From an optimization exercise on the open Yosys and OpenROAD flow, aimed at small area; shortcuts taken in it are not production practice. In this exercise RTL edits were held to simulation tests only and were not proved equivalent to the original. Power figures rest on the tool's default switching activity, not on a simulated workload.

--- flow/run.sh ---
#!/bin/bash
# The standard ORFS layout (standard.sh) with these changes:
#  - synthesis maps the logic with ABC module by module, trying each of the
#    area scripts flow/*.abc in place of ORFS's script and keeping the
#    smallest mapping of each module (flow/my_synth.tcl is synth_recipe.tcl
#    plus that substitution); the state decoder also gets the slower
#    &deepsyn scripts. ORFS's half/full-adder extraction is off
#    (ADDER_MAP_FILE empty);
#  - the port buffers use the smallest buffer cell, sky130_fd_sc_hd__buf_1;
#  - CTS builds the tree from clkbuf_4 and inserts no dummy loads.
# Registers, their names and cell types are those of the standard synthesis.
set -euo pipefail
W=$(pwd)
F=$W/flow
export MY_ABC_DEFAULT="$F/s10.abc $F/s14.abc"
export MY_ABC_PLAN=""
bash standard.sh SYNTH_SCRIPT=$F/my_synth.tcl ADDER_MAP_FILE= \
  BUFFER_PORTS_ARGS="-buffer_cell sky130_fd_sc_hd__buf_1" \
  CTS_ARGS="-repair_clock_nets -buf_list sky130_fd_sc_hd__clkbuf_4 -dont_use_dummy_load" \
  finish > standard_flow.log 2>&1
--- flow/dT120S1.abc ---
strash
&get -n
&deepsyn -T 120 -S 1
&put
dch -f
map -a
mfs2
strash
dch -f
map -a
topo
--- flow/dT120S3.abc ---
strash
&get -n
&deepsyn -T 120 -S 3
&put
dch -f
map -a
mfs2
strash
dch -f
map -a
topo
--- flow/dT120S5.abc ---
strash
&get -n
&deepsyn -T 120 -S 5
&put
dch -f
map -a
mfs2
strash
dch -f
map -a
topo
--- flow/dT120S6.abc ---
strash
&get -n
&deepsyn -T 120 -S 6
&put
dch -f
map -a
mfs2
strash
dch -f
map -a
topo
--- flow/my_synth.tcl ---
proc synth {args} { yosys synth -nofsm -noshare {*}$args }
# Map the logic with ABC module by module: for each module, try each of our
# own area-oriented ABC scripts in place of ORFS's script and keep the
# mapping with the smallest cell area. MY_ABC_PLAN lists "module scripts..."
# entries separated by ";"; modules it does not name use MY_ABC_DEFAULT.
proc my_module_area { lib mod } {
  set rpt [tee -q -s result.string stat -liberty $lib $mod]
  if { [regexp {Chip area for module[^:]*:\s*([0-9.]+)} $rpt -> area] } { return $area }
  return 1e30
}
proc abc {args} {
  set i [lsearch -exact $args -script]
  set lib [lindex $args [expr {[lsearch -exact $args -liberty] + 1}]]
  set plan [dict create]
  foreach entry [split $::env(MY_ABC_PLAN) ";"] {
    set entry [string trim $entry]
    if { $entry ne "" } { dict set plan [lindex $entry 0] [lrange $entry 1 end] }
  }
  set mods [list]
  foreach line [split [tee -q -s result.string select -list =A:top %n] "\n"] { }
  foreach m [split [tee -q -s result.string ls] "\n"] {
    set m [string trim $m]
    if { $m ne "" && ![string match "*modules*" $m] } { lappend mods [string trimleft $m "\\"] }
  }
  puts "ABC per module over: $mods"
  foreach m $mods {
    if { [dict exists $plan $m] } { set scripts [dict get $plan $m] } else { set scripts $::env(MY_ABC_DEFAULT) }
    yosys design -save my_abc_before
    set best_area 1e30
    foreach s $scripts {
      yosys design -load my_abc_before
      yosys abc {*}[lreplace $args [expr {$i + 1}] [expr {$i + 1}] $s] $m
      set area [my_module_area $lib $m]
      puts "ABC module $m script $s: area $area"
      if { $area < $best_area } { set best_area $area; yosys design -save my_abc_best }
    }
    yosys design -load my_abc_best
    puts "ABC module $m: kept area $best_area"
  }
}
source $::env(SCRIPTS_DIR)/synth.tcl
# left out here: clear keep_hierarchy, flatten, clean up, hide names made inside functions, write 1_2_yosys.v
--- flow/s10.abc ---
strash
balance -l; resub -K 6 -l; rewrite -l; resub -K 6 -N 2 -l; refactor -l; resub -K 8 -l; balance -l; resub -K 8 -N 2 -l; rewrite -l; resub -K 10 -l; rewrite -z -l; resub -K 10 -N 2 -l; balance -l; resub -K 12 -l; refactor -z -l; resub -K 12 -N 2 -l; rewrite -z -l; balance -l
balance -l; resub -K 6 -l; rewrite -l; resub -K 6 -N 2 -l; refactor -l; resub -K 8 -l; balance -l; resub -K 8 -N 2 -l; rewrite -l; resub -K 10 -l; rewrite -z -l; resub -K 10 -N 2 -l; balance -l; resub -K 12 -l; refactor -z -l; resub -K 12 -N 2 -l; rewrite -z -l; balance -l
dch -f
map -a
mfs2
strash
balance -l; resub -K 6 -l; rewrite -l; resub -K 6 -N 2 -l; refactor -l; resub -K 8 -l; balance -l; resub -K 8 -N 2 -l; rewrite -l; resub -K 10 -l; rewrite -z -l; resub -K 10 -N 2 -l; balance -l; resub -K 12 -l; refactor -z -l; resub -K 12 -N 2 -l; rewrite -z -l; balance -l
dch -f
map -a
topo
--- flow/s14.abc ---
strash
balance -l; resub -K 6 -l; rewrite -l; resub -K 6 -N 2 -l; refactor -l; resub -K 8 -l; balance -l; resub -K 8 -N 2 -l; rewrite -l; resub -K 10 -l; rewrite -z -l; resub -K 10 -N 2 -l; balance -l; resub -K 12 -l; refactor -z -l; resub -K 12 -N 2 -l; rewrite -z -l; balance -l
balance -l; resub -K 6 -l; rewrite -l; resub -K 6 -N 2 -l; refactor -l; resub -K 8 -l; balance -l; resub -K 8 -N 2 -l; rewrite -l; resub -K 10 -l; rewrite -z -l; resub -K 10 -N 2 -l; balance -l; resub -K 12 -l; refactor -z -l; resub -K 12 -N 2 -l; rewrite -z -l; balance -l
dch -f
map -a
mfs2
strash
balance -l; resub -K 6 -l; rewrite -l; resub -K 6 -N 2 -l; refactor -l; resub -K 8 -l; balance -l; resub -K 8 -N 2 -l; rewrite -l; resub -K 10 -l; rewrite -z -l; resub -K 10 -N 2 -l; balance -l; resub -K 12 -l; refactor -z -l; resub -K 12 -N 2 -l; rewrite -z -l; balance -l
dch -f
map -a
mfs2
strash
dch -f
map -a
topo
--- flow/s16.abc ---
strash
balance -l; resub -K 6 -l; rewrite -l; resub -K 6 -N 2 -l; refactor -l; resub -K 8 -l; balance -l; resub -K 8 -N 2 -l; rewrite -l; resub -K 10 -l; rewrite -z -l; resub -K 10 -N 2 -l; balance -l; resub -K 12 -l; refactor -z -l; resub -K 12 -N 2 -l; rewrite -z -l; balance -l
dch -f
map -a
mfs2 -a
strash
dch -f
map -a
mfs2 -a
strash
dch -f
map -a
topo
--- standard.sh ---
#!/bin/bash
# synth_recipe.tcl (not shown) runs the flow's synth.tcl, then flattens the netlist and writes it again
# the make line also repeats each setting of config.mk as NAME=value (left out here)
make -C /OpenROAD-flow-scripts/flow DESIGN_CONFIG=/design/flow/config.mk WORK_HOME=/design/flow/orfs CLKGATE_MAP_FILE= SYNTH_SCRIPT=/design/flow/synth_recipe.tcl "${@:-finish}"
--- config.mk ---
export PLATFORM = sky130hd
export DESIGN_NAME = hw_scroll_fsm
export DESIGN_NICKNAME = hw_scroll_fsm
export VERILOG_FILES = /design/flow/design.v
export SDC_FILE = /design/flow/constraint.sdc
export NUM_CORES = 4
export LEC_CHECK = 0
export ABC_AREA = 1
export CAP_MARGIN = 20
export CORE_MARGIN = 2
export CORE_UTILIZATION = 40
export CTS_BUF_LIST = sky130_fd_sc_hd__clkbuf_4
export CTS_CLUSTER_DIAMETER = 200
export CTS_CLUSTER_SIZE = 50
export SLEW_MARGIN = 20
export SYNTH_HIERARCHICAL = 1
--- constraint.sdc ---
create_clock -name core_clock -period 10.0 [get_ports {clock}]
set_input_delay 2.0000 -clock core_clock [delete_from_list [all_inputs] [get_ports {clock}]]
set_output_delay 2.0000 -clock core_clock [all_outputs]
set_load 0.01 [all_outputs]
--- design.v ---
module hw_scroll_fsm(reset, clock, max_count, hexs);
	input reset, clock;
	input [27:0] max_count;
	output [41:0] hexs;
	reg [4:0] pos;
	wire [4:0] pos_d;
	wire in_s1;
	wire fire;
	hw_scroll_decode dec(.pos(pos), .fire(fire), .pos_d(pos_d), .in_s1(in_s1), .hexs(hexs));
	localparam [28:0] TPOL = 29'h0aaaaaaa;
	reg [28:0] tq;
	wire [28:0] timer = tq ^ TPOL;
	wire stall = &max_count;
	assign fire = in_s1 | (timer[28] & timer[1] & timer[0] & ~stall);
	always @(posedge clock, posedge reset) begin
		if (reset)
			pos <= 5'd0;
		else
			pos <= pos_d;
	end
	wire [28:0] tq_next;
	wire [28:0] cc;       
	assign tq_next[0] = fire ? ~max_count[0] : ~tq[0];
	assign cc[1] = ~tq[0];
	genvar k;
	generate
		for (k = 1; k < 28; k = k + 1) begin : inc
			if (k % 2 == 0) begin : e
				timer_even b(.t(tq[k]), .c(cc[k]), .load_n(~fire), .m(max_count[k]), .d(tq_next[k]), .cn(cc[k+1]));
			end else begin : o
				timer_odd b(.u(tq[k]), .cn(cc[k]), .load(fire), .m(max_count[k]), .du(tq_next[k]), .c(cc[k+1]));
			end
		end
	endgenerate
	assign tq_next[28] = ~fire & (tq[28] | cc[28]);
	always @(posedge clock)
		tq <= tq_next;
endmodule
module timer_even(t, c, load_n, m, d, cn);
	input t, c, load_n, m;
	output d, cn;
	assign d = load_n ? t ^ c : ~m;
	assign cn = ~(t & c);
endmodule
module timer_odd(u, cn, load, m, du, c);
	input u, cn, load, m;
	output du, c;
	assign du = load ? m : ~(u ^ cn);
	assign c = ~(u | cn);
endmodule
module hw_scroll_decode(pos, fire, pos_d, in_s1, hexs);
	input [4:0] pos;
	input fire;
	output [4:0] pos_d;
	output in_s1;
	output reg [41:0] hexs;
	reg [4:0] pos_next;
	localparam [4:0] S0 = 5'd0;
	localparam [4:0] S1 = 5'd9;
	localparam [4:0] S2 = 5'd8;
	localparam [4:0] S3 = 5'd26;
	localparam [4:0] S4 = 5'd10;
	localparam [4:0] S5 = 5'd15;
	localparam [4:0] S6 = 5'd7;
	localparam [4:0] S7 = 5'd30;
	localparam [4:0] S8 = 5'd16;
	localparam [4:0] S9 = 5'd19;
	localparam [4:0] S10 = 5'd31;
	localparam [4:0] S11 = 5'd4;
	localparam [4:0] S12 = 5'd24;
	localparam [4:0] S13 = 5'd22;
	localparam [4:0] S14 = 5'd29;
	localparam [4:0] S15 = 5'd20;
	localparam [4:0] S16 = 5'd3;
	localparam [4:0] S17 = 5'd11;
	localparam [4:0] S18 = 5'd12;
	assign in_s1 = (pos == S1);
	assign pos_d = (fire | (pos == S0)) ? pos_next : pos;
	always @(*) begin
		case (pos)
			S0: pos_next = S1;
			S1: pos_next = S2;
			S2: pos_next = S3;
			S3: pos_next = S4;
			S4: pos_next = S5;
			S5: pos_next = S6;
			S6: pos_next = S7;
			S7: pos_next = S8;
			S8: pos_next = S9;
			S9: pos_next = S10;
			S10: pos_next = S11;
			S11: pos_next = S12;
			S12: pos_next = S13;
			S13: pos_next = S14;
			S14: pos_next = S15;
			S15: pos_next = S16;
			S16: pos_next = S17;
			S17: pos_next = S18;
			S18: pos_next = S6;
			default: pos_next = {5{1'bx}};
		endcase
	end
	always @(*) begin
		case (pos)
			S0: hexs = 42'h3ffffffffff;
			S1: hexs = 42'h3ffffffffff;
			S2: hexs = 42'h3ffffffff89;
			S3: hexs = 42'h3ffffffc486;
			S4: hexs = 42'h3ffffe24347;
			S5: hexs = 42'h3fff121a3c7;
			S6: hexs = 42'h3f890d1e3c0;
			S7: hexs = 42'h04868f1e07f;
			S8: hexs = 42'h03478f03fc1;
			S9: hexs = 42'h23c781fe0c1;
			S10: hexs = 42'h23c0ff060c0;
			S11: hexs = 42'h207f830602f;
			S12: hexs = 42'h3fc183017c7;
			S13: hexs = 42'h20c180be3a1;
			S14: hexs = 42'h20c05f1d0ff;
			S15: hexs = 42'h202f8e87f89;
			S16: hexs = 42'h17c743fc486;
			S17: hexs = 42'h23a1fe24347;
			S18: hexs = 42'h10ff121a3c7;
			default: hexs = {42{1'bx}};
		endcase
	end
endmodule
==> notes.md, run 1 <==
Simple-Gate Fraction of Synth Area 28.5%; Cell variety after synth 19; Resize count post-CTS 0; min-delay src tq[28]; Compound-Gate Fraction of Synth Area 19.7%; Synth Register Bits 34; WL final 4930 um; Hold Buf Count CTS 0; Setup-failing EPs final 0; placer congestion estimate 0.984; post-layout util 49.9%; Via density 5.26; final hold vios 0; fin crit share 48.5%; worst-path cell chain clkinv_1, nor2_1, o21ai_0, or2_2, a21oi_1, nor2_1, nand2_1, nor2_1, a21oi_1, o22ai_1, buf_1; synth warn 8; Die Y 72.4 um; Nets 382; overall power 280 uW; crit path launch type register; FMAX 206 MHz; antenna cells 0; CP startpoint pos[3]; post-synthesis adder-cell area fraction 0%; Reg-to-Reg Start tq[0]; sequential share of the synthesized area 37.8%; synthesized cell area 0.00187 sq mm; Post-CTS Setup Repair Bufs 0; Ports 72; max-cap violation count 0; die footprint 0.00524 sq mm; Routed WL per cell 12.3 um; P_leak 0.000860 uW; initial core utilization 42.3%; FP Rows 24; P&R area growth vs syn 17.9%; Max Slew Vio Count 0; port buffer count 71; clock tree buffer depth 2; initial DRC count 173; dpl hpwl 3910 um; number of global-route vias before repair 1889; Tmin final 4850 ps; Clock Sinks 34; grt ovf 0; clock latency on the worst-skew pair 330 ps; Net Count, Synth 309; Clock Skews 22.8 ps; fin cells 402; share of cells above drive strength 1 2.29%; Worst Tran Pin Value 798 ps; syn_area_per_cell 6.70 sq um; GRT Resource Usage Total 19.9%; status no timing/DRC/antenna violations; TritonCTS clock tree yes; Post-Syn Instances 279; initial antenna violation count 0; CORE AREA 0.00441 sq mm; main combinational cell family by area after synthesis simple AND/OR/NAND/NOR gates; total CTS buffers 5; vias 2113; H-tree lvl count 2; CP arrival 2850 ps; TritonRoute pass-1 iters 5; crit path max-delay cell type dfrtp_1; clock root buffer master clkbuf_4; largest net degree at the start of global routing 36; placed insts 397; Worst Setup End Kind primary output; first-pass GRT wire length 8150 um; critical path type register to primary output; most numerous cell on the critical path nor2_1; setup tns final 0 ps; Die X 72.4 um; Reg clk slew, reported paths 100 ps; VDD IR max 0.0751 mV; slowest stage delay, CP 510 ps; Hold Crit Class register to register; DRC viols 0; unrepaired setup endpoints after global routing no; XOR/XNOR share of the synthesized area 6.56%; post-synthesis mux area share 0%; Slew headroom 46.5%; Power Dens Cells 127 mW/mm^2; crit path max fanout 9; Final ANT Viol Nets 0; Crit path required time 8000 ps
## Yosys cell counts, drive strengths merged
cell,instances,share of area (%)
nand2,64,13
nor2,55,11
dfxtp,29,31
o21ai,29,7.8
clkinv,25,5.0
o22ai,18,6.0
xor2,14,6.6
a21oi,12,3.2
buf,6,2.4
nand3,6,1.6
nand4,6,2.0
dfrtp,5,6.7
a22oi,2,0.80
a31oi,2,0.67
nor4,2,0.67
a21boi,1,0.40
o211ai,1,0.40
o32ai,1,0.47
or2,1,0.33
## per-stage QoR
step | hold slack (ps) | cell area, sq um | setup WS (ps)
2_1_floorplan | 449 | 1870 | 4780
3_3_place_gp | 471 | 2170 | 5480
3_5_place_dp | 468 | 2170 | 5490
4_1_cts | 486 | 2200 | 5230
5_1_grt | 519 | 2200 | 4830
6_report | 483 | 2200 | 5150
## worst paths after layout
check / end / cells past startpoint / slack, ps
worst max-delay path: hexs[3] / 11 / 5150
worst min-delay path: tq[28] / 2 / 480
worst max register to register: tq[27] / 29 / 5610
worst min register to register: tq[28] / 2 / 480
max in group asynchronous: pos[2] / 2 / 8350
min in group asynchronous: pos[3] / 2 / 1500
## per-module statistics from Yosys, one instance, submodules excluded
| module | cells inside | cell area, sq um | flops+latches |
|---|---|---|---|
| hw_scroll_fsm | 55 | 807 | 34 |
| timer_even | 4 | 17.5 | 0 |
| timer_odd | 4 | 21.3 | 0 |
| hw_scroll_decode | 116 | 537 | 0 |
## worst max-delay path: cells and delay by family (launching register included)
family / cells / cell delay (ps)
simple gates: 5 / 870
flops: 1 / 510
compound gates: 4 / 790
buf+inv: 2 / 360
## layout make-up
cell class | instances | area, sq um
inverters | 25 | 93.8
repair buffers | 72 | 274
fillers | 464 | 2210
well taps | 52 | 65.1
flip-flops and latches | 34 | 706
clock buffers | 5 | 37.5
multi-input cells | 214 | 1030
## layout by cell type, fill, tap and decap left out
cell type and n:
a21boi_0 1, a21oi_1 11, a21oi_2 1, a22oi_1 2
a31oi_1 2, buf_1 71, buf_4 1, clkbuf_4 5
clkinv_1 25, dfrtp_1 5, dfxtp_1 29, nand2_1 64
nand3_1 6, nand4_1 6, nor2_1 55, nor4_1 2
o211ai_1 1, o21ai_0 29, o22ai_1 18, o32ai_1 1
or2_2 1, xor2_1 14
## registers in the layout, indices dropped and copies added, names as in the netlist
signal / count
tq: 29
pos: 5
## report_power, final
part / leakage (uW) / total, uW / internal (uW) / switching, uW
Clock: 0.0000230 / 63.5 / 23.5 / 40.0
Sequential: 0.000304 / 177 / 162 / 14.6
Combinational: 0.000533 / 40.2 / 20.0 / 20.2
## cell families (layout without fill, tap and decap cells)
group	count (synthesis)	count (layout)
simple gates	134	134
buf+inv	31	102
compound gates	66	66
xor+xnor	14	14
flops	34	34
## routing by layer
layer / up-vias / track usage [%] / part of all wire [%]
li1: 1078 / - / -
met2: 104 / 32.2 / 46
met5: - / 0 / 0
met1: 914 / 23.6 / 43
met4: 0 / 10.9 / 2.5
met3: 17 / 5.69 / 9.3
==> run 2: changes to the inputs <==
--- a/flow/run.sh
+++ b/flow/run.sh
@@ -18,3 +18,3 @@
   BUFFER_PORTS_ARGS="-buffer_cell sky130_fd_sc_hd__buf_1" \
-  CTS_ARGS="-repair_clock_nets -buf_list sky130_fd_sc_hd__clkbuf_4 -dont_use_dummy_load" \
+  CTS_ARGS="-sink_clustering_enable -repair_clock_nets -buf_list sky130_fd_sc_hd__clkbuf_8 -sink_clustering_size 40 -sink_clustering_max_diameter 400 -sink_clustering_levels 1 -dont_use_dummy_load" \
   finish > standard_flow.log 2>&1
==> notes.md, run 2 <==
unrepaired setup endpoints after global routing no; dpl cell area 0.00217 sq mm (unchanged); FMAX 209 MHz (+1.1%); crit path max-delay cell type dfrtp_1; first-pass GRT wire length 8130 um (-0.25%); TritonRoute pass-1 iters 5 (unchanged); DRC viols 0 (unchanged); worst-path cell chain clkinv_1, nor2_1, o21ai_0, or2_2, a21oi_1, nor2_1, nand2_1, nor2_1, a21oi_1, o22ai_1, buf_1; Cell variety after synth 19 (unchanged); status no timing/DRC/antenna violations; largest net degree at the start of global routing 36 (unchanged); Net Count, Synth 309 (unchanged); top_reg_cell synth dfxtp_1; hold_ws 478 ps (-5.16 ps); dpl hpwl 3910 um (unchanged); Worst Tran Pin Value 808 ps (+9.82 ps); Post-Syn Instances 279 (unchanged); number of synthesized flops with an enable pin 0 (unchanged); TritonCTS clock tree yes; most frequent cells in the layout 71 x buf_1, 64 x nand2_1, 55 x nor2_1; grt ovf 0 (unchanged); Tmin final 4790 ps (-54.5 ps); sequential share of the synthesized area 37.8% (unchanged); Yosys top cell by area dfxtp_1; GRT Resource Usage Total 19.8% (-0.087 points); clock tree buffer depth 2 (unchanged); Power Dens Cells 136 mW/mm^2 (+6.9%); Die X 72.4 um (unchanged); Final ANT Viol Nets 0 (unchanged); H-tree lvl count 2 (unchanged); Nets 382 (unchanged); Via density 5.23 (-0.43%); Design Area, Final 0.00224 sq mm (+1.4%); worst path bufs/invs 2 (unchanged); antenna cells 0 (unchanged); final hold vios 0 (unchanged); synth warn 8 (unchanged); most common cell in the netlist nand2_1; Setup-failing EPs final 0 (unchanged); slowest stage delay, CP 500 ps (about the same); syn_area_per_cell 6.70 sq um (unchanged); Clock Skews 14.4 ps (-8.41 ps); synthesized cell area 0.00187 sq mm (unchanged); Worst Setup End Kind primary output; Routed WL per cell 12.2 um (-0.12%); overall power 304 uW (+8.4%); Ports 72 (unchanged); most flop-heavy register tq; critical path type register to primary output; Slew headroom 45.8% (-0.66 points); P_leak 0.000873 uW (+1.5%); commonest non-fill, non-tap cell in the layout buf_1; number of global-route vias before repair 1869 (-1.1%); setup tns final 0 ps (unchanged); initial DRC count 145 (-16%); Max Slew Vio Count 0 (unchanged); Hold Buf Count CTS 0 (unchanged); CP arrival 2790 ps (-60 ps); FP Rows 24 (unchanged); max-cap violation count 0 (unchanged); Resize count post-CTS 0 (unchanged); P_sw 76.9 uW (+2.8%); Die Y 72.4 um (unchanged); Top Registers tq x29, pos x5; most numerous cell on the critical path nor2_1; port buffer count 71 (unchanged); Crit path required time 8000 ps (about the same); Reg power frac 58.2% (-4.8 points); clock root buffer master clkbuf_8; Post-Place Worst Slack 5490 ps (unchanged); die footprint 0.00524 sq mm (unchanged); initial antenna violation count 0 (unchanged); Worst Setup Slack, final 5210 ps (+54.5 ps); Synth Register Bits 34 (unchanged); fin crit share 47.9% (-0.54 points); VDD IR max 0.104 mV (+39%); P&R area growth vs syn 19.6%; CP delay by family, top simple AND/OR/NAND/NOR gates; Clk pwr share 28.6% (+6.0 points); crit path max fanout 9 (unchanged); vias 2104 (-0.43%); P_int 227 uW (+10%); initial core utilization 42.3% (unchanged); placer congestion estimate 0.984 (unchanged); share of the synthesized area in the top cell type 31.1% (unchanged); share of cells above drive strength 1 2.29% (unchanged); crit path launch type register; Largest register FFs 29 (unchanged); async set or reset register ratio after synthesis 14.7% (unchanged); Hold Crit Class register to register; top cells by area, synth dfxtp_1 31%, nand2_1 13%, nor2_1 11%, o21ai_0 7.8%, dfrtp_1 6.7%; clock latency on the worst-skew pair 280 ps (-50 ps); Commonest cells post-synth 64 x nand2_1, 55 x nor2_1, 29 x dfxtp_1, 29 x o21ai_0, 25 x clkinv_1; switch share 25.3% (-1.4 points); WL final 4920 um (-0.12%); Clock Sinks 34 (unchanged); total CTS buffers 5 (unchanged); Post-CTS Setup Repair Bufs 0 (unchanged); CORE AREA 0.00441 sq mm (unchanged); Comb pwr share 13.2% (-1.1 points); Reg clk slew, reported paths 70 ps (-30 ps)
run 2: cell counts after synthesis:
Identical to the previous run, type by type.
run 2: area by class of cell:
type	instances	area (sq um)
inverters	25	93.8
clock buffers	5	68.8
multi-input cells	214	1030
repair buffers	72	274
well taps	52	65.1
fillers	464	2180
flip-flops and latches	34	706
run 2: final timing paths:
check                            start      end  slack, ps  depth (start not counted)
worst max register to register   tq[0]   tq[27]       5620                         29
min in group asynchronous        reset   pos[3]       1560                          2
worst max-delay path            pos[3]  hexs[3]       5210                         11
worst min register to register  tq[28]   tq[28]        480                          2
max in group asynchronous        reset   pos[2]       8300                          2
worst min-delay path            tq[28]   tq[28]        480                          2
run 2: worst reg2reg max path: cells and delay by family (launching register included):
kind,cells,cell delay [ps]
AO/OA/AOI/OAI,1,150
buffers and inverters,1,110
XOR/XNOR,1,170
AND/OR/NAND/NOR,26,3540
flip-flops,1,330
run 2: per-module statistics from Yosys (local to each module, per instance):
module	area, sq um	cells inside	times used
hw_scroll_fsm	807	55	1
timer_even	17.5	4	13
hw_scroll_decode	537	116	1
timer_odd	21.3	4	14
run 2: cell families after synthesis:
| family | count (synthesis) | synth area share [%] |
|---|---|---|
| DFF | 34 | 37.8 |
| and+or+nand+nor | 134 | 28.5 |
| buffers and inverters | 31 | 7.43 |
| xor gates and xnor gates | 14 | 6.56 |
| AOI/OAI and AO/OA | 66 | 19.7 |
run 2: power groups by stage:
stage	combinational (uW)	sequential, uW	clock (uW)
2_1_floorplan	29.5	177	0
3_3_place_gp	40.2	179	0
3_5_place_dp	40.7	180	0
4_1_cts	41.1	177	92.3
5_1_grt	47.0	181	97.9
6_report	40.1	177	86.9
run 2: per-stage QoR:
step	instances	utilization, %
final	402	50.7
after global routing	402	50.7
after CTS	402	50.7
after detailed placement	397	49.1
after global placement	397	49.1
after floorplan	279	-
run 2: layer usage:
| layer | GRT usage [%] | part of all wire, % | up-vias |
|---|---|---|---|
| li1 | - | - | 1081 |
| met1 | 23.8 | 43 | 914 |
| met2 | 32.0 | 46 | 92 |
| met3 | 4.44 | 7.8 | 17 |
| met4 | 12.2 | 3.2 | 0 |
| met5 | 0 | 0 | - |
==> run 3: changes to the inputs <==
--- a/flow/run.sh
+++ b/flow/run.sh
@@ -14,3 +14,3 @@
 F=$W/flow
-export MY_ABC_DEFAULT="$F/s10.abc $F/s14.abc"
+export MY_ABC_DEFAULT="$F/s10.abc $F/s14.abc $F/s20.abc"
 export MY_ABC_PLAN=""
@@ -18,3 +18,3 @@
   BUFFER_PORTS_ARGS="-buffer_cell sky130_fd_sc_hd__buf_1" \
-  CTS_ARGS="-sink_clustering_enable -repair_clock_nets -buf_list sky130_fd_sc_hd__clkbuf_8 -sink_clustering_size 40 -sink_clustering_max_diameter 400 -sink_clustering_levels 1 -dont_use_dummy_load" \
+  CTS_ARGS="-sink_clustering_enable -repair_clock_nets -buf_list sky130_fd_sc_hd__clkbuf_4 -sink_clustering_size 50 -sink_clustering_max_diameter 200 -dont_use_dummy_load" \
   finish > standard_flow.log 2>&1
==> flow/s19.abc (new file) <==
strash
balance -l; resub -K 6 -l; rewrite -l; resub -K 6 -N 2 -l; refactor -l; resub -K 8 -l; balance -l; resub -K 8 -N 2 -l; rewrite -l; resub -K 10 -l; rewrite -z -l; resub -K 10 -N 2 -l; balance -l; resub -K 12 -l; refactor -z -l; resub -K 12 -N 2 -l; rewrite -z -l; balance -l
balance -l; resub -K 6 -l; rewrite -l; resub -K 6 -N 2 -l; refactor -l; resub -K 8 -l; balance -l; resub -K 8 -N 2 -l; rewrite -l; resub -K 10 -l; rewrite -z -l; resub -K 10 -N 2 -l; balance -l; resub -K 12 -l; refactor -z -l; resub -K 12 -N 2 -l; rewrite -z -l; balance -l
dch -f
map -a -B 0
mfs2
strash
balance -l; resub -K 6 -l; rewrite -l; resub -K 6 -N 2 -l; refactor -l; resub -K 8 -l; balance -l; resub -K 8 -N 2 -l; rewrite -l; resub -K 10 -l; rewrite -z -l; resub -K 10 -N 2 -l; balance -l; resub -K 12 -l; refactor -z -l; resub -K 12 -N 2 -l; rewrite -z -l; balance -l
dch -f
map -a -B 0
topo
==> flow/s20.abc (new file) <==
strash
balance -l; resub -K 6 -l; rewrite -l; resub -K 6 -N 2 -l; refactor -l; resub -K 8 -l; balance -l; resub -K 8 -N 2 -l; rewrite -l; resub -K 10 -l; rewrite -z -l; resub -K 10 -N 2 -l; balance -l; resub -K 12 -l; refactor -z -l; resub -K 12 -N 2 -l; rewrite -z -l; balance -l
balance -l; resub -K 6 -l; rewrite -l; resub -K 6 -N 2 -l; refactor -l; resub -K 8 -l; balance -l; resub -K 8 -N 2 -l; rewrite -l; resub -K 10 -l; rewrite -z -l; resub -K 10 -N 2 -l; balance -l; resub -K 12 -l; refactor -z -l; resub -K 12 -N 2 -l; rewrite -z -l; balance -l
dch -f
map -a
mfs2 -W 6 -F 4 -D 4
strash
balance -l; resub -K 6 -l; rewrite -l; resub -K 6 -N 2 -l; refactor -l; resub -K 8 -l; balance -l; resub -K 8 -N 2 -l; rewrite -l; resub -K 10 -l; rewrite -z -l; resub -K 10 -N 2 -l; balance -l; resub -K 12 -l; refactor -z -l; resub -K 12 -N 2 -l; rewrite -z -l; balance -l
dch -f
map -a
topo
--- a/config.mk
+++ b/config.mk
@@ -8,3 +8,3 @@
 export ABC_AREA = 1
-export CAP_MARGIN = 20
+export CAP_MARGIN = 0
 export CORE_MARGIN = 2
@@ -14,3 +14,3 @@
 export CTS_CLUSTER_SIZE = 50
-export SLEW_MARGIN = 20
+export SLEW_MARGIN = 0
 export SYNTH_HIERARCHICAL = 1
removed: flow/dT120S3.abc
removed: flow/dT120S6.abc
removed: flow/s16.abc
==> notes.md, run 3 <==
number of global-route vias before repair 1837 (-1.7%); most frequent cells in the layout 71 x buf_1, 63 x nand2_1, 54 x nor2_1; Clk pwr share 22.4% (-6.2 points); fin crit share 48.7% (+0.73 points); Hold Buf Count CTS 0 (unchanged); Slew headroom 47.8% (+2.0 points); Largest register FFs 29 (unchanged); largest net degree at the start of global routing 34 (-5.6%); CP startpoint pos[3]; Post-Syn Instances 278 (-0.36%); Top Registers tq x29, pos x5; FMAX 205 MHz (-1.5%); die footprint 0.00523 sq mm (-0.12%); Routed WL per cell 12.4 um (+1.2%); Cell variety after synth 19 (unchanged); Max Slew Vio Count 0 (unchanged); grt ovf 0 (unchanged); CP arrival 2870 ps (+80 ps); WL final 4970 um (+1.0%); initial antenna violation count 0 (unchanged); Worst Tran Pin Value 778 ps (-29.6 ps); antenna cells 0 (unchanged); crit path launch type register; worst-path cell chain clkinv_1, nor2_1, o21ai_0, or2_2, a21oi_1, nor2_1, nand2_1, nor2_1, a21oi_1, o22ai_1, buf_1; P_leak 0.000864 uW (-1.0%); FF-to-FF End tq[27]; switch share 26.6% (+1.3 points); DRC viols 0 (unchanged); Final ANT Viol Nets 0 (unchanged); CORE AREA 0.00441 sq mm (unchanged); Reg clk slew, reported paths 100 ps (+30 ps); P&R area growth vs syn 18.0%; Setup-failing EPs final 0 (unchanged); TritonRoute pass-1 iters 5 (unchanged); placer congestion estimate 0.867 (-12%); Clock Skews 23.0 ps (+8.59 ps); async set or reset register ratio after synthesis 14.7% (unchanged); clock root buffer master clkbuf_4; Nets 381 (-0.26%); max-cap violation count 0 (unchanged); Die Y 72.3 um (about the same); P_sw 74.7 uW (-2.9%); critical path type register to primary output; most common cell in the netlist nand2_1; CP Capture Point hexs[3]; Reg power frac 63.1% (+4.9 points); most flop-heavy register tq; Die X 72.3 um (about the same); FP Rows 24 (unchanged); Yosys top cell by area dfxtp_1; final hold vios 0 (unchanged); clock latency on the worst-skew pair 320 ps (+40 ps); crit path max-delay cell type dfrtp_1; H-tree lvl count 2 (unchanged); commonest non-fill, non-tap cell in the layout buf_1; Clock Sinks 34 (unchanged); number of synthesized flops with an enable pin 0 (unchanged); Worst R2R Path Depth 29 (unchanged); Comb pwr share 14.5% (+1.3 points); post-layout util 49.9% (-0.77 points); share of the synthesized area in the top cell type 31.1% (+0.042 points); Worst Setup End Kind primary output; Crit path required time 8000 ps (about the same); Hold Crit Class register to register; Via density 5.20 (-0.61%); sequential share of the synthesized area 37.8% (+0.051 points); first-pass GRT wire length 8360 um (+2.8%); initial core utilization 42.3% (-0.057 points); TritonCTS clock tree yes; VDD IR max 0.0905 mV (-13%); Resize count post-CTS 0 (unchanged); Power Dens Cells 127 mW/mm^2 (-6.4%); most numerous cell on the critical path nor2_1; status no timing/DRC/antenna violations; Reg-to-Reg Start tq[0]; crit path max fanout 10 (+1); slowest stage delay, CP 550 ps (+50 ps); dpl hpwl 3880 um (-0.79%); GRT Resource Usage Total 20.3% (+0.55 points); synth warn 8 (unchanged); unrepaired setup endpoints after global routing no; register-to-register setup slack 5540 ps (-80 ps); syn_area_per_cell 6.72 sq um (+0.23%); Post-CTS Setup Repair Bufs 0 (unchanged); Commonest cells post-synth 63 x nand2_1, 54 x nor2_1, 30 x o21ai_0; P_int 206 uW (-9.5%); Net Count, Synth 308 (-0.32%); top cells by area, synth dfxtp_1 31%, nand2_1 13%, nor2_1 11%, o21ai_0 8.0%, dfrtp_1 6.7%; port buffer count 71 (unchanged); setup tns final 0 ps (unchanged); vias 2086 (-0.86%); initial DRC count 214 (+48%); Synth Register Bits 34 (unchanged); total CTS buffers 5 (unchanged); top_reg_cell synth dfxtp_1; clock tree buffer depth 2 (unchanged); Tmin final 4870 ps (+72.6 ps); share of cells above drive strength 1 2.29% (+0.0065 points); synthesized cell area 0.00187 sq mm (-0.13%); Ports 72 (unchanged)
run 3: cell types whose count changed in the layout (fill, tap and decap cells not counted), sizes merged:
cell,delta
o21ai,+1
nand2,-1
o22ai,+1
a31oi,+1
a22oi,-1
a21oi,-1
nor2,-1
run 3: layer usage:
metal / routed length [um] / global-route usage, % / part of all wire (%)
met1: 2270 / 27.7 / 46
met2: 2190 / 31.5 / 44
met3: 420 / 4.31 / 8.5
met4: 90 / 7.97 / 1.8
met5: 0 / 0 / 0
run 3: power by group through the flow:
stage | clock [uW] | sequential, uW | combinational [uW]
finish | 62.8 | 177 | 40.6
global route | 73.7 | 179 | 47.9
CTS | 66.9 | 177 | 40.8
detailed placement | 0 | 180 | 40.6
global placement | 0 | 179 | 40.0
floorplan | 0 | 177 | 29.5
run 3: layout make-up:
cell class	instances	area, sq um
fill	469	2210
multi-input combinational	213	1030
clock buffer	5	37.5
timing repair buffer	72	274
inverter	25	93.8
sequential	34	706
tap	52	65.1
run 3: stage by stage:
step	setup slack, ps	total power (uW)	cells	area (sq um)	hold slack (ps)
after floorplan	4660	207	278	1870	449
after global placement	5470	219	396	2160	472
after detailed placement	5430	220	396	2160	471
after CTS	5180	285	401	2200	486
after global routing	4820	301	401	2200	498
final	5130	280	401	2200	488
run 3: worst min-delay path by stage:
stage	from	end	slack (ps)	cells past startpoint
6_report	tq[28]	tq[28]	490	2
5_1_grt	tq[28]	tq[28]	500	2
4_1_cts	tq[28]	tq[28]	490	2
3_5_place_dp	tq[28]	tq[28]	470	2
3_3_place_gp	tq[28]	tq[28]	470	2
2_1_floorplan	tq[28]	tq[28]	450	2
run 3: kinds of logic after synthesis:
kind of cell | share of synthesized area, %
AO/OA/AOI/OAI | 20.0
flip-flops | 37.8
buffers and inverters | 7.44
XOR/XNOR | 6.57
AND/OR/NAND/NOR | 28.2
run 3: critical path, delay by kind of cell, from the launching register on:
family	cells	cell delay, ps
buffers and inverters	2	380
AO/OA/AOI/OAI	4	760
flip-flops	1	550
AND/OR/NAND/NOR	5	890
run 3: per-module statistics from Yosys (local to each module, per instance):
module	copies in the design	cells	flip-flops and latches	area (sq um)
timer_odd	14	4	0	21.3
hw_scroll_fsm	1	55	34	807
timer_even	13	4	0	17.5
hw_scroll_decode	1	115	0	534
==> run 4: changes to the inputs <==
--- a/config.mk
+++ b/config.mk
@@ -14,2 +14,3 @@
 export CTS_CLUSTER_SIZE = 50
+export GPL_TIMING_DRIVEN = 0
 export SLEW_MARGIN = 0
==> notes.md, run 4 <==
Net Count, Synth 308 (unchanged); fin cells 407 (+1.5%); Routed WL per cell 12.0 um (-3.0%); number of global-route vias before repair 1906 (+3.8%); Post-CTS Setup Repair Bufs 0 (unchanged); clock latency on the worst-skew pair 330 ps (about the same); Setup-failing EPs final 0 (unchanged); Commonest cells post-synth 63 x nand2_1, 54 x nor2_1, 30 x o21ai_0; most flop-heavy register tq; Die X 72.3 um (unchanged); crit path max fanout 10 (unchanged); initial antenna violation count 0 (unchanged); VDD IR max 0.108 mV (+20%); max-cap violation count 0 (unchanged); total CTS buffers 5 (unchanged); CP arrival 2930 ps (+60 ps); Worst Setup End Kind primary output; largest net degree at the start of global routing 34 (unchanged); die footprint 0.00523 sq mm (unchanged); crit path max-delay cell type dfrtp_1; top cells by area, synth dfxtp_1 31%, nand2_1 13%, nor2_1 11%, o21ai_0 8.0%, dfrtp_1 6.7%; placer congestion estimate 0.909 (+4.8%); Largest register FFs 29 (unchanged); synthesized cell area 0.00187 sq mm (unchanged); first-pass GRT wire length 8460 um (+1.2%); Tmin final 4930 ps (+63.0 ps); Clock Sinks 34 (unchanged); DRC viols 0 (unchanged); Cell variety after synth 19 (unchanged); most frequent cells in the layout 71 x buf_1, 63 x nand2_1, 54 x nor2_1; Ports 72 (unchanged); clock root buffer master clkbuf_4; clock tree buffer depth 2 (unchanged); async set or reset register ratio after synthesis 14.7% (unchanged); Synth Register Bits 34 (unchanged); grt ovf 0 (unchanged); most numerous cell on the critical path nor2_1; worst-path cell chain clkinv_1, nor2_1, o21ai_0, or2_2, a21oi_1, nor2_1, nand2_1, nor2_1, a21oi_1, buf_4, buf_1; share of cells above drive strength 1 3.94% (+1.7 points); commonest non-fill, non-tap cell in the layout buf_1; FMAX 203 MHz (-1.3%); unrepaired setup endpoints after global routing no; placed insts 402 (+1.5%); Crit path required time 8000 ps (about the same); vias 2068 (-0.86%); synth warn 8 (unchanged); top_reg_cell synth dfxtp_1; Hold Buf Count CTS 0 (unchanged); Hold Crit Class register to register; WL final 4890 um (-1.5%); antenna cells 0 (unchanged); port buffer count 71 (unchanged); Via density 5.08 (-2.3%); Reg clk slew, reported paths 100 ps (about the same); initial core utilization 42.3% (unchanged); Die Y 72.3 um (unchanged); TritonCTS clock tree yes; FP Rows 24 (unchanged); hold_ws 490 ps (+2.59 ps); H-tree lvl count 2 (unchanged); overall power 280 uW (about the same); setup tns final 0 ps (unchanged); Resize count post-CTS 0 (unchanged); crit path launch type register; Nets 387 (+1.6%); FILL cells 496 (+5.8%); sequential share of the synthesized area 37.8% (unchanged); Yosys top cell by area dfxtp_1; initial DRC count 114 (-47%); Worst Tran Pin Value 786 ps (+8.62 ps); syn_area_per_cell 6.72 sq um (unchanged); fin crit share 49.3% (+0.63 points); TritonRoute pass-1 iters 4 (-1); Final ANT Viol Nets 0 (unchanged); number of synthesized flops with an enable pin 0 (unchanged); CORE AREA 0.00441 sq mm (unchanged); P_leak 0.000901 uW (+4.3%); Max Slew Vio Count 0 (unchanged); GRT Resource Usage Total 20.4% (+0.035 points); status no timing/DRC/antenna violations; most common cell in the netlist nand2_1; share of the synthesized area in the top cell type 31.1% (unchanged); slowest stage delay, CP 550 ps (about the same); P&R area growth vs syn 21.4%; critical path type register to primary output; final hold vios 0 (unchanged); Power Dens Cells 124 mW/mm^2 (-2.8%); Top Registers tq x29, pos x5; dpl hpwl 3890 um (+0.29%); Slew headroom 47.2% (-0.58 points); post-layout util 51.4% (+1.5 points); Clock Skews 18.5 ps (-4.51 ps); Post-Syn Instances 278 (unchanged)
==> run 4: cell counts after synthesis <==
Identical to the previous run, type by type.
==> run 4: worst paths after layout <==
check                           startpoint        to  slack (ps)  cells after the start
max in group asynchronous            reset    pos[1]        8340                      2
worst max register to register       tq[0]    tq[27]        5640                     29
worst min register to register      tq[28]    tq[28]         490                      2
worst max-delay path                pos[3]  hexs[37]        5070                     11
min in group asynchronous            reset    pos[3]        1510                      2
worst min-delay path                tq[28]    tq[28]         490                      2
==> run 4: power by group <==
group          switching (uW)  total [uW]  leakage [uW]  internal (uW)
sequential               14.4         177      0.000293            162
clock                    40.7        64.2     0.0000230           23.5
combinational            19.7        39.6      0.000585           20.0
total                    74.8         280      0.000901            206
==> run 4: cell type report <==
| class | instances | area (sq um) | area share, % |
|---|---|---|---|
| plain buffers | 6 | 45.0 | 1.99 |
| clock buffers | 5 | 37.5 | 1.66 |
| multi-input cells | 213 | 1030 | 45.3 |
| inverters | 25 | 93.8 | 4.14 |
| flip-flops and latches | 34 | 706 | 31.1 |
| well taps | 52 | 65.1 | 2.87 |
| repair buffers | 72 | 294 | 13.0 |
==> run 4: Yosys stat by module (local to each module, per instance) <==
module	copies in the design	flip-flops and latches	cells	area (sq um)
hw_scroll_decode	1	0	115	534
hw_scroll_fsm	1	34	55	807
timer_odd	14	0	4	21.3
timer_even	13	0	4	17.5
==> run 4: per-stage QoR <==
step | worst slack, ps | cell area [sq um]
finish | 5070 | 2270
global route | 4730 | 2270
global placement | 3150 | 2200
CTS | 5100 | 2270
detailed placement | 4860 | 2230
floorplan | 4660 | 1870
==> run 4: worst max-delay path, delay by kind of cell (launching register included) <==
family	cells	cell delay (ps)
buffers and inverters	3	530
flip-flops	1	550
AND/OR/NAND/NOR	5	860
AO/OA/AOI/OAI	3	650
==> run 4: logic make-up (layout without fill, tap and decap cells) <==
group                     Yosys count  count (layout)  share of synthesized area (%)
AOI/OAI and AO/OA                  67              67                           20.0
xor gates and xnor gates           14              14                           6.57
buffers and inverters              31             108                           7.44
DFF                                34              34                           37.8
and+or+nand+nor                   132             132                           28.2
==> run 4: routing by layer <==
| metal | share of wire, % | up-vias | track usage [%] |
|---|---|---|---|
| met4 | 1.9 | 0 | 7.76 |
| met2 | 42 | 69 | 32.7 |
| li1 | - | 1093 | - |
| met5 | 0 | - | 0 |
| met1 | 49 | 897 | 27.2 |
| met3 | 7.0 | 9 | 3.89 |
==> run 5: changes to the inputs <==
--- a/flow/run.sh
+++ b/flow/run.sh
@@ -15,3 +15,3 @@
 export MY_ABC_DEFAULT="$F/s10.abc $F/s14.abc $F/s20.abc"
-export MY_ABC_PLAN=""
+export MY_ABC_PLAN="hw_scroll_decode $F/s10.abc $F/s14.abc $F/s19.abc $F/s20.abc $F/dT120S1.abc $F/dT120S5.abc"
 bash standard.sh SYNTH_SCRIPT=$F/my_synth.tcl ADDER_MAP_FILE= \
--- a/config.mk
+++ b/config.mk
@@ -8,3 +8,3 @@
 export ABC_AREA = 1
-export CAP_MARGIN = 0
+export CAP_MARGIN = 20
 export CORE_MARGIN = 2
@@ -14,4 +14,3 @@
 export CTS_CLUSTER_SIZE = 50
-export GPL_TIMING_DRIVEN = 0
-export SLEW_MARGIN = 0
+export SLEW_MARGIN = 20
 export SYNTH_HIERARCHICAL = 1
==> notes.md, run 5 <==
Worst Setup End Kind primary output; Synth Register Bits 34 (unchanged); Tmin final 4870 ps (-63.0 ps); total CTS buffers 5 (unchanged); Clock Sinks 34 (unchanged); Yosys top cell by area dfxtp_1; Post-CTS Setup Repair Bufs 0 (unchanged); most flop-heavy register tq; hold_ws 488 ps (-2.59 ps); initial DRC count 214 (+88%); Via density 5.20 (+2.4%); Worst Setup Slack, final 5130 ps (+63.0 ps); TritonRoute pass-1 iters 5 (+1); vias 2086 (+0.87%); P&R area growth vs syn 18.0%; max-cap violation count 0 (unchanged); Final ANT Viol Nets 0 (unchanged); first-pass GRT wire length 8360 um (-1.2%); clock root buffer master clkbuf_4; Post-Syn Instances 278 (unchanged); synthesized cell area 0.00187 sq mm (unchanged); Largest register FFs 29 (unchanged); top_reg_cell synth dfxtp_1; Slew headroom 47.8% (+0.58 points); clock tree buffer depth 2 (unchanged); Nets 381 (-1.6%); crit path max fanout 10 (unchanged); sequential share of the synthesized area 37.8% (unchanged); Max Slew Vio Count 0 (unchanged); Worst Tran Pin Value 778 ps (-8.62 ps); unrepaired setup endpoints after global routing no; grt ovf 0 (unchanged); Resize count post-CTS 0 (unchanged); FP Rows 24 (unchanged); setup tns final 0 ps (unchanged); H-tree lvl count 2 (unchanged); placer congestion estimate 0.867 (-4.6%); Routed WL per cell 12.4 um (+3.1%); GRT Resource Usage Total 20.3% (-0.035 points); antenna cells 0 (unchanged); VDD IR max 0.0905 mV (-16%); TritonCTS clock tree yes; most numerous cell on the critical path nor2_1; slowest stage delay, CP 550 ps (about the same); Setup-failing EPs final 0 (unchanged); final hold vios 0 (unchanged); fin crit share 48.7% (-0.63 points); CORE AREA 0.00441 sq mm (unchanged); Die Y 72.3 um (unchanged); Top Registers tq x29, pos x5; share of cells above drive strength 1 2.29% (-1.7 points); Commonest cells post-synth 63 x nand2_1, 54 x nor2_1, 30 x o21ai_0; Reg clk slew, reported paths 100 ps (about the same); worst-path cell chain clkinv_1, nor2_1, o21ai_0, or2_2, a21oi_1, nor2_1, nand2_1, nor2_1, a21oi_1, o22ai_1, buf_1; initial core utilization 42.3% (unchanged); FILL cells 469 (-5.4%); crit path launch type register; syn_area_per_cell 6.72 sq um (unchanged); number of synthesized flops with an enable pin 0 (unchanged); Hold Buf Count CTS 0 (unchanged); Net Count, Synth 308 (unchanged); DRC viols 0 (unchanged); port buffer count 71 (unchanged); share of the synthesized area in the top cell type 31.1% (unchanged); top cells by area, synth dfxtp_1 31%, nand2_1 13%, nor2_1 11%, o21ai_0 8.0%, dfrtp_1 6.7%; CP arrival 2870 ps (-60 ps); WL final 4970 um (+1.6%); status no timing/DRC/antenna violations; initial antenna violation count 0 (unchanged); synth warn 8 (unchanged); most frequent cells in the layout 71 x buf_1, 63 x nand2_1, 54 x nor2_1; crit path max-delay cell type dfrtp_1; FMAX 205 MHz (+1.3%); Ports 72 (unchanged); Crit path required time 8000 ps (about the same); clock latency on the worst-skew pair 320 ps (about the same); async set or reset register ratio after synthesis 14.7% (unchanged); Clock Skews 23.0 ps (+4.51 ps); Hold Crit Class register to register; Post-Place Worst Slack 5430 ps (+566 ps); P_leak 0.000864 uW (-4.1%); largest net degree at the start of global routing 34 (unchanged); dpl hpwl 3880 um (-0.29%); critical path type register to primary output; Die X 72.3 um (unchanged); commonest non-fill, non-tap cell in the layout buf_1; number of global-route vias before repair 1837 (-3.6%); most common cell in the netlist nand2_1; Power Dens Cells 127 mW/mm^2 (+2.9%); Cell variety after synth 19 (unchanged); die footprint 0.00523 sq mm (unchanged)
-- run 5: cell counts after synthesis --
No cell type changed its count.
-- run 5: critical path, delay by kind of cell, from the launching register on --
kind | cells | cell delay, ps
compound gates | 4 | 760
buf+inv | 2 | 380
simple gates | 5 | 890
flops | 1 | 550
-- run 5: power by group --
| group | internal [uW] | leakage [uW] | switching, uW |
|---|---|---|---|
| clock | 23.5 | 0.0000230 | 39.4 |
| combinational | 20.0 | 0.000547 | 20.6 |
| sequential | 162 | 0.000293 | 14.7 |
-- run 5: worst paths after layout --
path                                 to  depth (start not counted)    from  slack (ps)
min in group asynchronous        pos[2]                          2   reset        1530
worst max-delay path            hexs[3]                         11  pos[3]        5130
worst max register to register   tq[27]                         29   tq[0]        5540
worst min register to register   tq[28]                          2  tq[28]         490
worst min-delay path             tq[28]                          2  tq[28]         490
max in group asynchronous        pos[1]                          2   reset        8340
-- run 5: kinds of logic after synthesis --
group / after synthesis / share of synthesized area (%)
buffers and inverters: 31 / 7.44
AO/OA/AOI/OAI: 67 / 20.0
flip-flops: 34 / 37.8
AND/OR/NAND/NOR: 132 / 28.2
XOR/XNOR: 14 / 6.57
-- run 5: final cells by class --
class	instances	area, sq um	share of cell area, %
sequential	34	706	32.0
clock buffer	5	37.5	1.70
timing repair buffer	72	274	12.4
inverter	25	93.8	4.26
tap	52	65.1	2.95
multi-input combinational	213	1030	46.6
-- run 5: per-stage QoR --
step,utilization (%),total power [uW],area [sq um],instances
6_report,49.9,280,2200,401
5_1_grt,49.9,301,2200,401
4_1_cts,49.9,285,2200,401
3_5_place_dp,49.0,220,2160,396
3_3_place_gp,49.0,219,2160,396
2_1_floorplan,-,207,1870,278
-- run 5: per-layer routing --
metal | up-vias | share of wire (%) | global-route usage [%]
li1 | 1080 | - | -
met1 | 902 | 46 | 27.7
met2 | 93 | 44 | 31.5
met3 | 11 | 8.5 | 4.31
met4 | 0 | 1.8 | 7.97
met5 | - | 0 | 0
-- run 5: modules after synthesis, one instance, submodules excluded --
module | flops+latches | cell area, sq um | times used
timer_even | 0 | 17.5 | 13
hw_scroll_decode | 0 | 534 | 1
timer_odd | 0 | 21.3 | 14
hw_scroll_fsm | 34 | 807 | 1

[port drivers added, routing unchanged]
Ports are ideal in the flow. The routed layouts listed here were re-timed in OpenROAD.
Step 1, drivers: a clkbuf_16 drives clock and a buf_2 each remaining input, both assumed.
Step 2, shift: input delay + t, output delay - t, t = (earliest + latest rising clock arrival at the registers) / 2. This alone moves slack from input paths to output paths.
a / b / c = ideal / step 1 / step 2; a / b = the first two.
run | t, ns | setup slack, ns | slew at the worst register clock pin (ns)
run 1 | 0.344 | 5.151 / 5.128 / 5.472 | 0.10 / 0.10
run 2 | 0.303 | 5.206 / 5.177 / 5.480 | 0.07 / 0.07
run 3 | 0.336 | 5.133 / 5.109 / 5.445 | 0.10 / 0.10
run 4 | 0.343 | 5.070 / 5.046 / 4.921 | 0.10 / 0.10
run 5 | 0.336 | 5.133 / 5.109 / 5.445 | 0.10 / 0.10
After both steps setup and hold are still met in every run listed. For run 4, which loses most, drivers alone change the setup slack by -0.024 ns; drivers and shift together by -0.149 ns.
